From an optimization exercise on the open Yosys and OpenROAD flow, aimed at small area, a short achievable clock period and few clock cycles; shortcuts taken in it are not production practice. No functional check of the RTL was part of any run shown here.

## flow/design.v (module list and top-level ports; edited modules follow where they fit)
// module geofence: 1257 lines
// module geofence_aoi: 5 lines
// module geofence_oai: 5 lines
// module geofence_mux: 5 lines
// module geofence_dec: 7 lines
// module geofence_fa: 6 lines
// module geofence_ao10: 5 lines
// module geofence_ao12: 5 lines
// module geofence_ao20: 5 lines
// module geofence_ao21: 5 lines
// module geofence_ao30: 5 lines
module geofence (clk, reset, X, Y, valid, is_inside);
  // ...
==> flow/run.sh <==
#!/bin/bash
# synth_recipe.tcl (not shown) runs the flow's synth.tcl, then flattens the netlist and writes it again
# the make line also repeats each setting of config.mk as NAME=value (left out here)
make -C /OpenROAD-flow-scripts/flow DESIGN_CONFIG=/design/flow/config.mk WORK_HOME=/design/flow/orfs CLKGATE_MAP_FILE= SYNTH_SCRIPT=/design/flow/synth_recipe.tcl finish
==> flow/config.mk <==
export PLATFORM = sky130hd
export DESIGN_NAME = geofence
export DESIGN_NICKNAME = geofence
export VERILOG_FILES = /design/flow/design.v
export SDC_FILE = /design/flow/constraint.sdc
export NUM_CORES = 4
export LEC_CHECK = 0
export CAP_MARGIN = 20
export CORE_MARGIN = 2
export CORE_UTILIZATION = 40
export SETUP_SLACK_MARGIN = 5
export SLEW_MARGIN = 20
export SYNTH_HIERARCHICAL = 1
export SYNTH_MINIMUM_KEEP_SIZE = 0
export TNS_END_PERCENT = 0
==> flow/constraint.sdc <==
create_clock -name core_clock -period 10.0 [get_ports {clk}]
set_input_delay 2.0000 -clock core_clock [delete_from_list [all_inputs] [get_ports {clk}]]
set_output_delay 2.0000 -clock core_clock [all_outputs]
set_load 0.01 [all_outputs]
==> results.env, run 1 <==
OUTCOME='timing/DRC/antenna clean'
TOP_LAYER_USED='met4'
PATH_DELAY_FAMILY='adder cells'
CTS_ROOT_BUFFER='clkbuf_16'
WORSTPATHCELLLIST='a222oi_1, fa_1, fa_2, fa_2, fa_2, fa_1, nor2_1, nor2_2, o221ai_2, nor2_1, nand2_1, o21ai_2, mux2_4, nand2b_4, nand2_2'
WORST-R2R-SETUP-SLACK_NS=4.62
CLKCELLAREAFRAC_PCT=3.804
DR.FIRST_ITER.DRC_COUNT=2414
NUMCLOCKSINKS=116
MAX-CLOCK-PATH-BUFFERS=2
DRT-VIAS-PER-INSTANCE=6.562
AREA_GROWTH_PCT=17.45
POSTSYNTH.TOPFLOPCELL='edfxtp_1'
TIMING.CRITICAL_PATH.ARRIVAL_NS=5.49
TAPCELLCOUNT=461
SEQ-CELL-SHARE_PCT=17.87
TOTALWIRELENGTH_MM=46.09
BIGGESTCELLCATEGORY='multi-input combinational cells'
CTS_HOLD_BUFFERS=0
FINALCRITICALPERIOD_NS=5.380
PLACEMENT.IO_BUFFERS=23
GLOBALROUTEMET1UTIL_PCT=32.31
MAX_STAGE_DELAY_ON_CRIT_PATH_NS=0.68
TIMING.FINAL.HOLD_VIOLATIONS=0
WIRE_PER_INST_UM=24.38
NUMBER_OF_WARNING_MESSAGES_IN_THE_YOSYS_LOG=7
WORSTREGTOREGCELLS=15
SIGNAL_BUFFER_AREA_FRACTION_PCT=5.151
NFLOPSANDLATCHES=116
==> run 2, diff against run 1 <==
--- a/flow/design.v
+++ b/flow/design.v
@@ -56,4 +56,3 @@
 geofence_ao21 gua_14 (.s0(ua_2), .d0(nvym[9]), .s1(ua_3), .d1(nv3ym[10]), .e0(ua_1), .y(ua_14));
-wire ua_15;
-geofence_ao12 gua_15 (.s0(ua_3), .d0(nv3ym[11]), .e0(ua_1), .e1(ua_2), .y(ua_15));
+wire ua_15 = ~((ua_3 & nv3ym[11]) | ua_1 | ua_2);
 wire ua_16 = ~(axm[0] | axm[1]);
@@ -83,4 +82,3 @@
 geofence_ao21 gua_30 (.s0(ua_18), .d0(nvym[9]), .s1(ua_19), .d1(nv3ym[10]), .e0(ua_17), .y(ua_30));
-wire ua_31;
-geofence_ao12 gua_31 (.s0(ua_19), .d0(nv3ym[11]), .e0(ua_17), .e1(ua_18), .y(ua_31));
+wire ua_31 = ~((ua_19 & nv3ym[11]) | ua_17 | ua_18);
 wire ua_32 = ~(axm[2] | axm[3]);
@@ -110,4 +108,3 @@
 geofence_ao21 gua_46 (.s0(ua_34), .d0(nvym[9]), .s1(ua_35), .d1(nv3ym[10]), .e0(ua_33), .y(ua_46));
-wire ua_47;
-geofence_ao12 gua_47 (.s0(ua_35), .d0(nv3ym[11]), .e0(ua_33), .e1(ua_34), .y(ua_47));
+wire ua_47 = ~((ua_35 & nv3ym[11]) | ua_33 | ua_34);
 wire ua_48 = ~(axm[4] | axm[5]);
@@ -137,4 +134,3 @@
 geofence_ao21 gua_62 (.s0(ua_50), .d0(nvym[9]), .s1(ua_51), .d1(nv3ym[10]), .e0(ua_49), .y(ua_62));
-wire ua_63;
-geofence_ao12 gua_63 (.s0(ua_51), .d0(nv3ym[11]), .e0(ua_49), .e1(ua_50), .y(ua_63));
+wire ua_63 = ~((ua_51 & nv3ym[11]) | ua_49 | ua_50);
 wire ua_64 = ~(axm[6] | axm[7]);
@@ -164,4 +160,3 @@
 geofence_ao21 gua_78 (.s0(ua_66), .d0(nvym[9]), .s1(ua_67), .d1(nv3ym[10]), .e0(ua_65), .y(ua_78));
-wire ua_79;
-geofence_ao12 gua_79 (.s0(ua_67), .d0(nv3ym[11]), .e0(ua_65), .e1(ua_66), .y(ua_79));
+wire ua_79 = ~((ua_67 & nv3ym[11]) | ua_65 | ua_66);
 wire ua_80 = ~(axm[8] | axm[9]);
@@ -169,4 +164,3 @@
 geofence_dec dua_81 (.a0(aym[0]), .a1(aym[1]), .s1(ua_81), .s2(ua_82), .s3(ua_83));
-wire ua_84;
-geofence_ao20 gua_84 (.s0(ua_81), .d0(vxm[0]), .s1(ua_83), .d1(v3xm[0]), .y(ua_84));
+wire ua_84 = ~((ua_81 & vxm[0]) | (ua_83 & v3xm[0]));
 wire ua_85;
@@ -189,10 +183,7 @@
 geofence_ao30 gua_93 (.s0(ua_81), .d0(vxm[9]), .s1(ua_82), .d1(vxm[8]), .s2(ua_83), .d2(v3xm[9]), .y(ua_93));
-wire ua_94;
-geofence_ao20 gua_94 (.s0(ua_82), .d0(vxm[9]), .s1(ua_83), .d1(v3xm[10]), .y(ua_94));
-wire ua_95;
-geofence_ao10 gua_95 (.s0(ua_83), .d0(v3xm[11]), .y(ua_95));
+wire ua_94 = ~((ua_82 & vxm[9]) | (ua_83 & v3xm[10]));
+wire ua_95 = ~((ua_83 & v3xm[11]));
 wire ua_96, ua_97, ua_98;
 geofence_dec dua_96 (.a0(aym[2]), .a1(aym[3]), .s1(ua_96), .s2(ua_97), .s3(ua_98));
-wire ua_99;
-geofence_ao20 gua_99 (.s0(ua_96), .d0(vxm[0]), .s1(ua_98), .d1(v3xm[0]), .y(ua_99));
+wire ua_99 = ~((ua_96 & vxm[0]) | (ua_98 & v3xm[0]));
 wire ua_100;
@@ -215,10 +206,7 @@
 geofence_ao30 gua_108 (.s0(ua_96), .d0(vxm[9]), .s1(ua_97), .d1(vxm[8]), .s2(ua_98), .d2(v3xm[9]), .y(ua_108));
-wire ua_109;
-geofence_ao20 gua_109 (.s0(ua_97), .d0(vxm[9]), .s1(ua_98), .d1(v3xm[10]), .y(ua_109));
-wire ua_110;
-geofence_ao10 gua_110 (.s0(ua_98), .d0(v3xm[11]), .y(ua_110));
+wire ua_109 = ~((ua_97 & vxm[9]) | (ua_98 & v3xm[10]));
+wire ua_110 = ~((ua_98 & v3xm[11]));
 wire ua_111, ua_112, ua_113;
 geofence_dec dua_111 (.a0(aym[4]), .a1(aym[5]), .s1(ua_111), .s2(ua_112), .s3(ua_113));
-wire ua_114;
-geofence_ao20 gua_114 (.s0(ua_111), .d0(vxm[0]), .s1(ua_113), .d1(v3xm[0]), .y(ua_114));
+wire ua_114 = ~((ua_111 & vxm[0]) | (ua_113 & v3xm[0]));
 wire ua_115;
@@ -241,10 +229,7 @@
 geofence_ao30 gua_123 (.s0(ua_111), .d0(vxm[9]), .s1(ua_112), .d1(vxm[8]), .s2(ua_113), .d2(v3xm[9]), .y(ua_123));
-wire ua_124;
-geofence_ao20 gua_124 (.s0(ua_112), .d0(vxm[9]), .s1(ua_113), .d1(v3xm[10]), .y(ua_124));
-wire ua_125;
-geofence_ao10 gua_125 (.s0(ua_113), .d0(v3xm[11]), .y(ua_125));
+wire ua_124 = ~((ua_112 & vxm[9]) | (ua_113 & v3xm[10]));
+wire ua_125 = ~((ua_113 & v3xm[11]));
 wire ua_126, ua_127, ua_128;
 geofence_dec dua_126 (.a0(aym[6]), .a1(aym[7]), .s1(ua_126), .s2(ua_127), .s3(ua_128));
-wire ua_129;
-geofence_ao20 gua_129 (.s0(ua_126), .d0(vxm[0]), .s1(ua_128), .d1(v3xm[0]), .y(ua_129));
+wire ua_129 = ~((ua_126 & vxm[0]) | (ua_128 & v3xm[0]));
 wire ua_130;
@@ -267,10 +252,7 @@
 geofence_ao30 gua_138 (.s0(ua_126), .d0(vxm[9]), .s1(ua_127), .d1(vxm[8]), .s2(ua_128), .d2(v3xm[9]), .y(ua_138));
-wire ua_139;
-geofence_ao20 gua_139 (.s0(ua_127), .d0(vxm[9]), .s1(ua_128), .d1(v3xm[10]), .y(ua_139));
-wire ua_140;
-geofence_ao10 gua_140 (.s0(ua_128), .d0(v3xm[11]), .y(ua_140));
+wire ua_139 = ~((ua_127 & vxm[9]) | (ua_128 & v3xm[10]));
+wire ua_140 = ~((ua_128 & v3xm[11]));
 wire ua_141, ua_142, ua_143;
 geofence_dec dua_141 (.a0(aym[8]), .a1(aym[9]), .s1(ua_141), .s2(ua_142), .s3(ua_143));
-wire ua_144;
-geofence_ao20 gua_144 (.s0(ua_141), .d0(vxm[0]), .s1(ua_143), .d1(v3xm[0]), .y(ua_144));
+wire ua_144 = ~((ua_141 & vxm[0]) | (ua_143 & v3xm[0]));
 wire ua_145;
@@ -293,6 +275,4 @@
 geofence_ao30 gua_153 (.s0(ua_141), .d0(vxm[9]), .s1(ua_142), .d1(vxm[8]), .s2(ua_143), .d2(v3xm[9]), .y(ua_153));
-wire ua_154;
-geofence_ao20 gua_154 (.s0(ua_142), .d0(vxm[9]), .s1(ua_143), .d1(v3xm[10]), .y(ua_154));
-wire ua_155;
-geofence_ao10 gua_155 (.s0(ua_143), .d0(v3xm[11]), .y(ua_155));
+wire ua_154 = ~((ua_142 & vxm[9]) | (ua_143 & v3xm[10]));
+wire ua_155 = ~((ua_143 & v3xm[11]));
 wire ua_156 = ca;
@@ -646,4 +626,3 @@
 geofence_ao21 gub_14 (.s0(ub_2), .d0(nvym[9]), .s1(ub_3), .d1(nv3ym[10]), .e0(ub_1), .y(ub_14));
-wire ub_15;
-geofence_ao12 gub_15 (.s0(ub_3), .d0(nv3ym[11]), .e0(ub_1), .e1(ub_2), .y(ub_15));
+wire ub_15 = ~((ub_3 & nv3ym[11]) | ub_1 | ub_2);
 wire ub_16 = ~(bxm[0] | bxm[1]);
@@ -673,4 +652,3 @@
 geofence_ao21 gub_30 (.s0(ub_18), .d0(nvym[9]), .s1(ub_19), .d1(nv3ym[10]), .e0(ub_17), .y(ub_30));
-wire ub_31;
-geofence_ao12 gub_31 (.s0(ub_19), .d0(nv3ym[11]), .e0(ub_17), .e1(ub_18), .y(ub_31));
+wire ub_31 = ~((ub_19 & nv3ym[11]) | ub_17 | ub_18);
 wire ub_32 = ~(bxm[2] | bxm[3]);
@@ -700,4 +678,3 @@
 geofence_ao21 gub_46 (.s0(ub_34), .d0(nvym[9]), .s1(ub_35), .d1(nv3ym[10]), .e0(ub_33), .y(ub_46));
-wire ub_47;
-geofence_ao12 gub_47 (.s0(ub_35), .d0(nv3ym[11]), .e0(ub_33), .e1(ub_34), .y(ub_47));
+wire ub_47 = ~((ub_35 & nv3ym[11]) | ub_33 | ub_34);
 wire ub_48 = ~(bxm[4] | bxm[5]);
@@ -727,4 +704,3 @@
 geofence_ao21 gub_62 (.s0(ub_50), .d0(nvym[9]), .s1(ub_51), .d1(nv3ym[10]), .e0(ub_49), .y(ub_62));
-wire ub_63;
-geofence_ao12 gub_63 (.s0(ub_51), .d0(nv3ym[11]), .e0(ub_49), .e1(ub_50), .y(ub_63));
+wire ub_63 = ~((ub_51 & nv3ym[11]) | ub_49 | ub_50);
 wire ub_64 = ~(bxm[6] | bxm[7]);
@@ -754,4 +730,3 @@
 geofence_ao21 gub_78 (.s0(ub_66), .d0(nvym[9]), .s1(ub_67), .d1(nv3ym[10]), .e0(ub_65), .y(ub_78));
-wire ub_79;
-geofence_ao12 gub_79 (.s0(ub_67), .d0(nv3ym[11]), .e0(ub_65), .e1(ub_66), .y(ub_79));
+wire ub_79 = ~((ub_67 & nv3ym[11]) | ub_65 | ub_66);
 wire ub_80 = ~(bxm[8] | bxm[9]);
@@ -759,4 +734,3 @@
 geofence_dec dub_81 (.a0(bym[0]), .a1(bym[1]), .s1(ub_81), .s2(ub_82), .s3(ub_83));
-wire ub_84;
-geofence_ao20 gub_84 (.s0(ub_81), .d0(vxm[0]), .s1(ub_83), .d1(v3xm[0]), .y(ub_84));
+wire ub_84 = ~((ub_81 & vxm[0]) | (ub_83 & v3xm[0]));
 wire ub_85;
@@ -779,10 +753,7 @@
 geofence_ao30 gub_93 (.s0(ub_81), .d0(vxm[9]), .s1(ub_82), .d1(vxm[8]), .s2(ub_83), .d2(v3xm[9]), .y(ub_93));
-wire ub_94;
-geofence_ao20 gub_94 (.s0(ub_82), .d0(vxm[9]), .s1(ub_83), .d1(v3xm[10]), .y(ub_94));
-wire ub_95;
-geofence_ao10 gub_95 (.s0(ub_83), .d0(v3xm[11]), .y(ub_95));
+wire ub_94 = ~((ub_82 & vxm[9]) | (ub_83 & v3xm[10]));
+wire ub_95 = ~((ub_83 & v3xm[11]));
 wire ub_96, ub_97, ub_98;
 geofence_dec dub_96 (.a0(bym[2]), .a1(bym[3]), .s1(ub_96), .s2(ub_97), .s3(ub_98));
-wire ub_99;
-geofence_ao20 gub_99 (.s0(ub_96), .d0(vxm[0]), .s1(ub_98), .d1(v3xm[0]), .y(ub_99));
+wire ub_99 = ~((ub_96 & vxm[0]) | (ub_98 & v3xm[0]));
 wire ub_100;
@@ -805,10 +776,7 @@
 geofence_ao30 gub_108 (.s0(ub_96), .d0(vxm[9]), .s1(ub_97), .d1(vxm[8]), .s2(ub_98), .d2(v3xm[9]), .y(ub_108));
-wire ub_109;
-geofence_ao20 gub_109 (.s0(ub_97), .d0(vxm[9]), .s1(ub_98), .d1(v3xm[10]), .y(ub_109));
-wire ub_110;
-geofence_ao10 gub_110 (.s0(ub_98), .d0(v3xm[11]), .y(ub_110));
+wire ub_109 = ~((ub_97 & vxm[9]) | (ub_98 & v3xm[10]));
+wire ub_110 = ~((ub_98 & v3xm[11]));
 wire ub_111, ub_112, ub_113;
 geofence_dec dub_111 (.a0(bym[4]), .a1(bym[5]), .s1(ub_111), .s2(ub_112), .s3(ub_113));
-wire ub_114;
-geofence_ao20 gub_114 (.s0(ub_111), .d0(vxm[0]), .s1(ub_113), .d1(v3xm[0]), .y(ub_114));
+wire ub_114 = ~((ub_111 & vxm[0]) | (ub_113 & v3xm[0]));
 wire ub_115;
@@ -831,10 +799,7 @@
 geofence_ao30 gub_123 (.s0(ub_111), .d0(vxm[9]), .s1(ub_112), .d1(vxm[8]), .s2(ub_113), .d2(v3xm[9]), .y(ub_123));
-wire ub_124;
-geofence_ao20 gub_124 (.s0(ub_112), .d0(vxm[9]), .s1(ub_113), .d1(v3xm[10]), .y(ub_124));
-wire ub_125;
-geofence_ao10 gub_125 (.s0(ub_113), .d0(v3xm[11]), .y(ub_125));
+wire ub_124 = ~((ub_112 & vxm[9]) | (ub_113 & v3xm[10]));
+wire ub_125 = ~((ub_113 & v3xm[11]));
 wire ub_126, ub_127, ub_128;
 geofence_dec dub_126 (.a0(bym[6]), .a1(bym[7]), .s1(ub_126), .s2(ub_127), .s3(ub_128));
-wire ub_129;
-geofence_ao20 gub_129 (.s0(ub_126), .d0(vxm[0]), .s1(ub_128), .d1(v3xm[0]), .y(ub_129));
+wire ub_129 = ~((ub_126 & vxm[0]) | (ub_128 & v3xm[0]));
 wire ub_130;
@@ -857,10 +822,7 @@
 geofence_ao30 gub_138 (.s0(ub_126), .d0(vxm[9]), .s1(ub_127), .d1(vxm[8]), .s2(ub_128), .d2(v3xm[9]), .y(ub_138));
-wire ub_139;
-geofence_ao20 gub_139 (.s0(ub_127), .d0(vxm[9]), .s1(ub_128), .d1(v3xm[10]), .y(ub_139));
-wire ub_140;
-geofence_ao10 gub_140 (.s0(ub_128), .d0(v3xm[11]), .y(ub_140));
+wire ub_139 = ~((ub_127 & vxm[9]) | (ub_128 & v3xm[10]));
+wire ub_140 = ~((ub_128 & v3xm[11]));
 wire ub_141, ub_142, ub_143;
 geofence_dec dub_141 (.a0(bym[8]), .a1(bym[9]), .s1(ub_141), .s2(ub_142), .s3(ub_143));
-wire ub_144;
-geofence_ao20 gub_144 (.s0(ub_141), .d0(vxm[0]), .s1(ub_143), .d1(v3xm[0]), .y(ub_144));
+wire ub_144 = ~((ub_141 & vxm[0]) | (ub_143 & v3xm[0]));
 wire ub_145;
@@ -883,6 +845,4 @@
 geofence_ao30 gub_153 (.s0(ub_141), .d0(vxm[9]), .s1(ub_142), .d1(vxm[8]), .s2(ub_143), .d2(v3xm[9]), .y(ub_153));
-wire ub_154;
-geofence_ao20 gub_154 (.s0(ub_142), .d0(vxm[9]), .s1(ub_143), .d1(v3xm[10]), .y(ub_154));
-wire ub_155;
-geofence_ao10 gub_155 (.s0(ub_143), .d0(v3xm[11]), .y(ub_155));
+wire ub_154 = ~((ub_142 & vxm[9]) | (ub_143 & v3xm[10]));
+wire ub_155 = ~((ub_143 & v3xm[11]));
 wire ub_156 = b1;
@@ -1285,17 +1245,2 @@
 endmodule
-module geofence_ao10 (s0, d0, y);
-input s0, d0;
-output y;
-assign y = ~((s0 & d0));
-endmodule
-module geofence_ao12 (s0, d0, e0, e1, y);
-input s0, d0, e0, e1;
-output y;
-assign y = ~((s0 & d0) | e0 | e1);
-endmodule
-module geofence_ao20 (s0, d0, s1, d1, y);
-input s0, d0, s1, d1;
-output y;
-assign y = ~((s0 & d0) | (s1 & d1));
-endmodule
 module geofence_ao21 (s0, d0, s1, d1, e0, y);
==> results.env, run 2 <==
DIE_HEIGHT_UM=191.9  # was 193.2 um
SETUP_VIOLATIONS=0  # unchanged
FINALSETUPTNS_NS=0  # unchanged
SYNTH.NET_COUNT=1596  # unchanged
SYNTH.CELL_AREA_MM2=0.01411  # was 0.01431 mm2
SETUP.WORST_PATH.START_CLASS='flop'  # unchanged
CRIT_PATH_END_KIND='flop'  # unchanged
SYNTH_LARGEST_AREA_CELL='fa_1'  # unchanged
DRT-VIAS-PER-INSTANCE=6.548  # was 6.562
PERIOD_SHARE_PCT=53.83  # was 53.80%
UNREPAIRED_SETUP_ENDPOINTS_AFTER_GLOBAL_ROUTING='yes'  # unchanged
DPL.HPWL_MM=32.00  # was 32.07 mm
MAX-CLOCK-PATH-BUFFERS=2  # unchanged
WIRE_PER_INST_UM=24.71  # was 24.38 um
TIMING_WORST_SLEW_PIN_VALUE_NS=1.132  # was 0.8795 ns
REG_TOP3='nv3ym (12), v3xm (12)'  # unchanged
GLOBALROUTEOVERFLOWTOTAL=0  # unchanged
POSTSYNTH.TOPFLOPCELL='edfxtp_1'  # unchanged
CLOCK_TRANSITION_AT_THE_REGISTERS_OF_THE_REPORTED_PATHS_NS=0.06  # about the same
YS_SEQ_AREA_SHARE_PCT=21.24  # was 20.95%
SYNTH-ASYNC-RESET-RATIO_PCT=4.310  # unchanged
SYN-MEAN-INSTANCE-AREA_UM2=10.90  # was 11.05 um2
CTS_BUFFERS=17  # unchanged
FINALCRITICALPERIOD_NS=5.383  # was 5.380 ns
AREA_INSIDE_THE_CORE_BOUNDARY_MM2=0.03463  # was 0.03540 mm2
TIMING.FMAX_MHz=185.8  # was 185.9 MHz
SYNTH-SEQ-CELLS=116  # unchanged
PLACE.GP.CONGESTION=0.9085  # was 0.8969
FINALNETCOUNT=1697  # was 1718
DR.FIRST_ITER.DRC_COUNT=2438  # was 2414
IOPINCOUNT=24  # unchanged
MOSTFREQUENTLAYOUTCELL='a222oi_1'  # unchanged
INITIAL_ANTENNA_VIOLATION_COUNT=0  # unchanged
TOTALWIRELENGTH_MM=46.06  # was 46.09 mm
VIAS_IN_THE_FIRST_GLOBAL_ROUTE=12790  # was 12550
NUMBER_OF_WARNING_MESSAGES_IN_THE_YOSYS_LOG=7  # unchanged
FIRST_PASS_ITERS=19  # was 13
TIMING.FINAL.MAX_SLEW_VIOLATIONS=0  # unchanged
ROUTE.VIAS.TOTAL=12210  # was 12410
CLOCK_TREE_FROM_TRITONCTS='built'  # unchanged
OUTCOME='timing/DRC/antenna clean'  # unchanged
FINAL_ANTENNA_NET_COUNT=0  # unchanged
NETLIST_TOP_CELLS_AREA='fa_1 26%, edfxtp_1 14%, a222oi_1 13%'  # was fa_1 25%, edfxtp_1 14%, a222oi_1 13%
CTS_ROOT_BUFFER='clkbuf_16'  # unchanged
SYN_INST=1295  # unchanged
FINCLKSKEW_NS=0.007896  # was 0.009573 ns
SYNTH_ENABLE_FLOP_CELLS=65  # unchanged
TIMING.FINAL.HOLD_VIOLATIONS=0  # unchanged
GRT_UTIL_ALL_LAYERS_PCT=25.70  # was 25.36%
POST_ROUTE_CELLS_DRIVE_ABOVE_1_SHARE_PCT=20.65  # was 23.50%
TIMING.CRITICAL_PATH.ARRIVAL_NS=5.50  # was 5.49 ns
DIE_W_UM=191.9  # was 193.2 um
NETLIST_TOP_CELLS_COUNT='182 x fa_1, 180 x a222oi_1, 108 x inv_1, 97 x ha_1, 80 x nand2_1'  # was 182 x fa_1, 180 x a222oi_1, 112 x inv_1, 97 x ha_1, 77 x nor2_1
CRITPATHMAXFANOUT=6  # was 10
SYNTH_MOST_COMMON_CELL='fa_1'  # unchanged
ANTENNA_CELLS_INSERTED=0  # unchanged
POSTLAYOUTSETUPSLACKWORST_NS=4.617  # was 4.620 ns
WORST_MAX_SLEW_MARGIN_EXPRESSED_RELATIVE_TO_THE_LIMIT_PCT=24.34  # was 41.29%
WORST_HOLD_SLACK_NS=0.4590  # was 0.4744 ns
START_UTIL_PCT=40.76  # was 40.43%
FIRST_PASS_GRT_WIRE_LENGTH_MM=72.19  # was 71.51 mm
GRT_START_MAX_NET_PINS=32  # was 34
CTS-HTREE-LEVELS=4  # unchanged
MAX_CAP_VIOLATIONS=0  # unchanged
WORSTHOLDPATHTYPE='reg -> reg'  # unchanged
FILLCELLCOUNT=3151  # was 3284
SYNTH_CELL_TYPES=75  # was 79
POST-ROUTE-DRC-COUNT=0  # unchanged
CLKLATENCYLATEPIN_NS=0.43  # about the same
SEQUENTIAL_CELL_AREA_MM2=0.003007  # was 0.003004 mm2
MULTI_INPUT_COMB_AREA_MM2=0.01124  # was 0.01128 mm2
MOST-COMMON-LAYOUT-CELLS='180 x a222oi_1, 170 x fa_1, 102 x inv_1'  # was 180 x a222oi_1, 167 x fa_1, 109 x inv_1
AREA_ENCLOSED_BY_THE_DIE_BOUNDARY_MM2=0.03681  # was 0.03731 mm2
PLACEMENT.IO_BUFFERS=23  # unchanged
PLACEMENTROWS=68  # was 69
CRIT_REQUIRED_NS=10.12  # was 10.11 ns
AREA_GROWTH_PCT=17.43  # was 17.45%
SYNTHDOMINANTCELLAREASHARE_PCT=25.81  # was 25.46%
NUMCLOCKSINKS=116  # unchanged
TIMING.SETUP.CRITICAL_PATH_CLASS='reg -> reg'  # unchanged
PRE_CTS_SLACK_NS=2.971  # was 3.654 ns
CTS_HOLD_BUFFERS=0  # unchanged
==> run 2: cells by family after synthesis <==
logic type | share of synthesized area (%)
simple gates | 11.57
compound gates | 23.49
flops | 21.24
buf+inv | 3.386
xor+xnor | 5.186
mux | 0.7180
fa+ha+maj | 34.41
==> run 2: path summary, 6_finish.rpt <==
check / start / endpoint / slack (ns) / cells past startpoint
min in group asynchronous: reset / ph[1] / 1.79 / 2
max in group asynchronous: reset / ph[3] / 8.03 / 2
hold reg to reg: deg / deg / 0.46 / 2
hold / removal: deg / deg / 0.46 / 2
setup reg to reg: axm[4] / bys / 4.62 / 16
setup / recovery: axm[4] / bys / 4.62 / 16
==> run 2: per-stage QoR <==
step / instance area [um2] / instances / utilization [%]
3_3_place_gp: 15060 / 1778 / 43.48
2_1_floorplan: 14200 / 1295 / -
6_report: 16570 / 1864 / 47.86
3_5_place_dp: 15070 / 1779 / 43.51
4_1_cts: 16380 / 1851 / 47.29
5_1_grt: 16570 / 1864 / 47.86
==> run 2: timing repair <==
| item | CTS | global route |
|---|---|---|
| gates cloned | 7 | 0 |
| buffers inserted | 33 | 13 |
| setup endpoints to repair | 74 | 60 |
| pin swaps | 54 | 33 |
| resized for setup | 109 | 25 |
==> run 2: cell type report <==
class / instances / share of cell area (%)
clock buffer: 19 / 2.612
clock inverter: 13 / 1.095
inverter: 109 / 2.574
multi-input combinational: 1065 / 67.83
sequential: 116 / 18.14
tap: 455 / 3.435
timing repair buffer: 87 / 4.310
==> run 2: per-module statistics from Yosys (local to each module, per instance), excerpt <==
| module | flops+latches | times used |
|---|---|---|
| geofence_mux | 0 | 2 |
| geofence_aoi | 0 | 12 |
| geofence_fa | 0 | 178 |
| geofence_oai | 0 | 26 |
| geofence_dec | 0 | 20 |
| geofence | 116 | 1 |
| geofence_ao21 | 0 | 20 |
==> run 2: metal layers <==
layer | wire, um | part of all wire, % | global-route usage, % | up-vias
li1 | - | - | - | 5293
met1 | 17300 | 38 | 31.76 | 5920
met2 | 21490 | 47 | 42.17 | 803
met3 | 4907 | 11 | 5.957 | 190
met4 | 2359 | 5.1 | 12.72 | 0
met5 | 0 | 0 | 0 | -
==> run 2: critical path, stage by stage, from the launching register on <==
cell and delay, ns:
edfxtp_1 0.44, nor2b_4 0.18, buf_4 0.15, a222oi_1 0.40, fa_1 0.52, fa_1 0.41, fa_1 0.41, fa_1 0.45
fa_1 0.58, o22ai_2 0.14, nor4_4 0.35, buf_4 0.17, a21oi_2 0.05, o21ai_2 0.10, mux2_4 0.35, nand2b_4 0.23
nand2_4 0.14
==> run 3, diff against run 2 <==
--- a/flow/config.mk
+++ b/flow/config.mk
@@ -9,3 +9,3 @@
 export CORE_MARGIN = 2
-export CORE_UTILIZATION = 40
+export CORE_UTILIZATION = 55
 export SETUP_SLACK_MARGIN = 5
==> results.env, run 3 <==
SETUP_VIOLATIONS=0  # unchanged
CTS_ROOT_BUFFER='clkbuf_16'  # unchanged
AREA_ENCLOSED_BY_THE_DIE_BOUNDARY_MM2=0.02696  # was 0.03681 mm2
SYNTH_LARGEST_AREA_CELL='fa_1'  # unchanged
FINALCRITICALPERIOD_NS=5.431  # was 5.383 ns
MOST-COMMON-LAYOUT-CELLS='180 x a222oi_1, 161 x fa_1, 103 x inv_1'  # was 180 x a222oi_1, 170 x fa_1, 102 x inv_1
TIMING.CRITICAL_PATH.MODE_CELL='fa_1'  # unchanged
CLOCK_TRANSITION_AT_THE_REGISTERS_OF_THE_REPORTED_PATHS_NS=0.07  # was 0.06 ns
INITIAL_ANTENNA_VIOLATION_COUNT=0  # unchanged
POST-ROUTE-DRC-COUNT=0  # unchanged
YS_SEQ_AREA_SHARE_PCT=21.24  # unchanged
OUTCOME='timing/DRC/antenna clean'  # unchanged
SYNTH_CELL_TYPES=75  # unchanged
CTS_HOLD_BUFFERS=0  # unchanged
POST_ROUTE_CELLS_DRIVE_ABOVE_1_SHARE_PCT=22.83  # was 20.65%
SYN_INST=1295  # unchanged
TIMING.FINAL.MAX_SLEW_VIOLATIONS=0  # unchanged
SYNTH-ASYNC-RESET-RATIO_PCT=4.310  # unchanged
REG_TOP3='nv3ym (12), v3xm (12)'  # unchanged
WORSTPATHCELLLIST='nor2b_4, buf_6, a222oi_1, fa_1, fa_2, fa_1, fa_1, fa_1, nor2_2, nor2_2, buf_4, a21oi_2, o21ai_2, a21oi_2, o21ai_2, mux2_4, nand2_2, a31oi_1, o21ai_1, o21ai_2'  # was nor2b_4, buf_4, a222oi_1, fa_1, fa_1, fa_1, fa_1, fa_1, o22ai_2, nor4_4, buf_4, a21oi_2, o21ai_2, mux2_4, nand2b_4, nand2_4
SEQUENTIAL_CELL_AREA_MM2=0.003008  # was 0.003007 mm2
PERIOD_SHARE_PCT=54.31  # was 53.83%
DR.FIRST_ITER.DRC_COUNT=2601  # was 2438
ROUTE.VIAS.TOTAL=12630  # was 12210
CLOCK_TREE_FROM_TRITONCTS='built'  # unchanged
PLACEMENT.IO_BUFFERS=23  # unchanged
FIRST_PASS_ITERS=17  # was 19
MOSTFREQUENTLAYOUTCELL='a222oi_1'  # unchanged
CP-ENDPOINT='is_inside'  # was bys
FINALNETCOUNT=1707  # was 1697
TOP_LAYER_USED='met5'  # was met4
FINAL_ANTENNA_NET_COUNT=0  # unchanged
TIMING.FINAL.HOLD_VIOLATIONS=0  # unchanged
POSTSYNTH.TOPFLOPCELL='edfxtp_1'  # unchanged
DRT-VIAS-PER-INSTANCE=7.221  # was 6.548
UNREPAIRED_SETUP_ENDPOINTS_AFTER_GLOBAL_ROUTING='yes'  # unchanged
ANTENNA_CELLS_INSERTED=0  # unchanged
DPL.HPWL_MM=31.70  # was 32.00 mm
TIMING.FMAX_MHz=184.1  # was 185.8 MHz
NETLIST_TOP_CELLS_COUNT='182 x fa_1, 180 x a222oi_1, 108 x inv_1, 97 x ha_1, 80 x nand2_1'  # unchanged
TOTAL_PLACED_CELLS_INCLUDING_TAP_CELLS=1652  # was 1779
HP-START='deg'  # unchanged
NUMBER_OF_WARNING_MESSAGES_IN_THE_YOSYS_LOG=7  # unchanged
SYNTHDOMINANTCELLAREASHARE_PCT=25.81  # unchanged
FILLCELLCOUNT=1986  # was 3151
MET1_LENGTH_MM=16.92  # was 17.30 mm
FINCLKSKEW_NS=0.01507  # was 0.007896 ns
DIE_HEIGHT_UM=164.2  # was 191.9 um
MAX_STAGE_DELAY_ON_CRIT_PATH_NS=0.52  # was 0.58 ns
AREA_GROWTH_PCT=17.30  # was 17.43%
MAX-CLOCK-PATH-BUFFERS=2  # unchanged
CTS-HTREE-LEVELS=4  # unchanged
WORSTREGTOREGCELLS=20  # was 16
SYNTH.NET_COUNT=1596  # unchanged
CRIT_REQUIRED_NS=10.16  # was 10.12 ns
TIMING.CRITICAL_PATH.ARRIVAL_NS=5.59  # was 5.50 ns
FIRST_PASS_GRT_WIRE_LENGTH_MM=70.59  # was 72.19 mm
PLACEMENTROWS=58  # was 68
MAX_CAP_VIOLATIONS=0  # unchanged
SYNTH.CELL_AREA_MM2=0.01411  # unchanged
SYNTH_ENABLE_FLOP_CELLS=65  # unchanged
CRITPATHMAXFANOUT=7  # was 6
WORSTHOLDPATHTYPE='reg -> reg'  # unchanged
CRIT-REG2REG-CAPTURE='is_inside'  # was bys
NETLIST_TOP_CELLS_AREA='fa_1 26%, edfxtp_1 14%, a222oi_1 13%'  # unchanged
GRT_START_MAX_NET_PINS=32  # unchanged
CLKLATENCYLATEPIN_NS=0.43  # about the same
CRIT_START='axm[4]'  # unchanged
WORST_MAX_SLEW_MARGIN_EXPRESSED_RELATIVE_TO_THE_LIMIT_PCT=42.32  # was 24.34%
MET2_WIRELENGTH_MM=20.97  # was 21.49 mm
SYNTH_MOST_COMMON_CELL='fa_1'  # unchanged
WIRE_PER_INST_UM=26.84  # was 24.71 um
SYN-MEAN-INSTANCE-AREA_UM2=10.90  # unchanged
AREA_INSIDE_THE_CORE_BOUNDARY_MM2=0.02518  # was 0.03463 mm2
CRIT_PATH_END_KIND='flop'  # unchanged
DIE_W_UM=164.2  # was 191.9 um
NUMCLOCKSINKS=116  # unchanged
WORST-R2R-SETUP-SLACK_NS=4.57  # was 4.62 ns
PLACE.GP.CONGESTION=0.9469  # was 0.9085
TIMING_WORST_SLEW_PIN_VALUE_NS=0.8640  # was 1.132 ns
FINAL_DESIGN_AREA_NO_FILL_MM2=0.01656  # was 0.01657 mm2
IOPINCOUNT=24  # unchanged
TOTALWIRELENGTH_MM=46.95  # was 46.06 mm
MULTI_INPUT_COMB_AREA_MM2=0.01133  # was 0.01124 mm2
START_UTIL_PCT=56.05  # was 40.76%
WORST_PATH_MAX_DELAY_CELL='fa_1'  # unchanged
SETUP.WORST_PATH.START_CLASS='flop'  # unchanged
REGTOREGSTARTPOINT='axm[4]'  # unchanged
GLOBALROUTEOVERFLOWTOTAL=0  # unchanged
CTS_BUFFERS=17  # unchanged
VIAS_IN_THE_FIRST_GLOBAL_ROUTE=12730  # was 12790
PLACE_AREA_MM2=0.01489  # was 0.01507 mm2
FINALSETUPTNS_NS=0  # unchanged
GRT_UTIL_ALL_LAYERS_PCT=34.90  # was 25.70%
TIMING.SETUP.CRITICAL_PATH_CLASS='reg -> reg'  # unchanged
WL_MET3_MM=6.496  # was 4.907 mm
SYNTH-SEQ-CELLS=116  # unchanged
LAYOUT.CELLS.NON_FILLER=1749  # was 1864
-- run 3: changes by cell type in the layout (fill, tap and decap cells not counted), moves of 3 or more --
| cell | before | now |
|---|---|---|
| bufinv_16 | 4 | 0 |
| clkinvlp_4 | 5 | 1 |
| fa_1 | 170 | 161 |
| inv_4 | 0 | 4 |
| nor2_1 | 62 | 58 |
| nand2_4 | 5 | 1 |
| buf_4 | 60 | 71 |
| nor2b_1 | 19 | 14 |
| inv_6 | 2 | 6 |
| nor2b_4 | 6 | 9 |
| fa_2 | 12 | 21 |
-- run 3: per-stage QoR --
stage	worst slack (ns)	hold slack (ns)	util, %
2_1_floorplan	4.428	0.4341	-
3_3_place_gp	3.145	0.4677	59.14
3_5_place_dp	3.006	0.4628	59.14
4_1_cts	4.589	0.4723	63.70
5_1_grt	4.396	0.5028	65.75
6_report	4.569	0.4707	65.75
-- run 3: worst max-delay path: cells and delay by family, from the launching register on --
family / cells / cell delay (ns)
adder cells (fa/ha/maj): 5 / 2.32
AO/OA/AOI/OAI: 8 / 1.34
AND/OR/NAND/NOR: 4 / 0.47
flip-flops: 1 / 0.44
multiplexers: 1 / 0.34
buffers and inverters: 2 / 0.26
-- run 3: what timing repair did --
item,4_1_cts,5_1_grt
pin swaps,48,75
cloned,4,0
setup endpoints to repair,74,63
gates resized for setup,103,65
setup buffers,25,36
-- run 3: how the worst min path moves through the flow --
stage,to,slack (ns),depth (start not counted)
4_1_cts,deg,0.47,2
5_1_grt,ph[0],0.50,1
3_3_place_gp,deg,0.47,2
6_report,deg,0.47,2
3_5_place_dp,deg,0.46,2
2_1_floorplan,deg,0.43,2
-- run 3: cells by family after synthesis --
family                   Yosys count  share of synthesized area, %
AO/OA/AOI/OAI                    383                         23.49
XOR/XNOR                          81                         5.186
adder cells (fa/ha/maj)          279                         34.41
buffers and inverters            121                         3.386
flip-flops                       116                         21.24
multiplexers                       9                        0.7180
AND/OR/NAND/NOR                  306                         11.57
-- run 3: cell type report --
| cell class | count | area share (%) |
|---|---|---|
| multi-input cells | 1062 | 68.41 |
| flip-flops and latches | 116 | 18.17 |
| repair buffers | 100 | 4.957 |
| clock buffers | 19 | 2.743 |
| inverters | 109 | 2.584 |
| well taps | 330 | 2.494 |
| clock inverters | 13 | 0.6499 |
-- run 3: metal layers --
layer,vias to the layer above,global-route usage [%]
met5,-,2.273
met4,2,16.75
met3,221,12.32
met2,997,53.48
met1,6093,43.85
li1,5317,-
-- run 3: Yosys stat by module, one instance, submodules excluded --
module	cells	cell area, um2
geofence_mux	1	15.01
geofence_dec	3	22.52
geofence_oai	1	5.005
geofence_fa	1	20.02
geofence_aoi	1	8.758
geofence	817	7734
geofence_ao30	1	10.01
geofence_ao21	1	15.01

-- what the ideal ports hide --
Ports are ideal in the flow. The routed layouts listed here were re-timed in OpenROAD. Step 1 sets driving cells, clkbuf_16 on the clock port and buf_2 on the other inputs (assumed; they add their load-dependent delay and slew). Step 2, shift: input delay + t, output delay - t, t = (earliest + latest rising clock arrival at the registers) / 2. This alone moves slack from input paths to output paths. Three values: no drivers, after step 1, after step 2; two values: the first two.
run	t, ns	setup slack, ns	worst setup path after step 2	pins driven straight from the clock port
run 1	0.469	4.620 / 4.620 / 4.243	input to register	1
run 2	0.469	4.617 / 4.617 / 4.196	input to register	1
run 3	0.474	4.569 / 4.569 / 4.219	input to register	1
After both steps setup and hold are still met in every run listed. For run 2, which loses most, drivers alone change the setup slack by 0.000 ns; drivers and shift together by -0.421 ns.
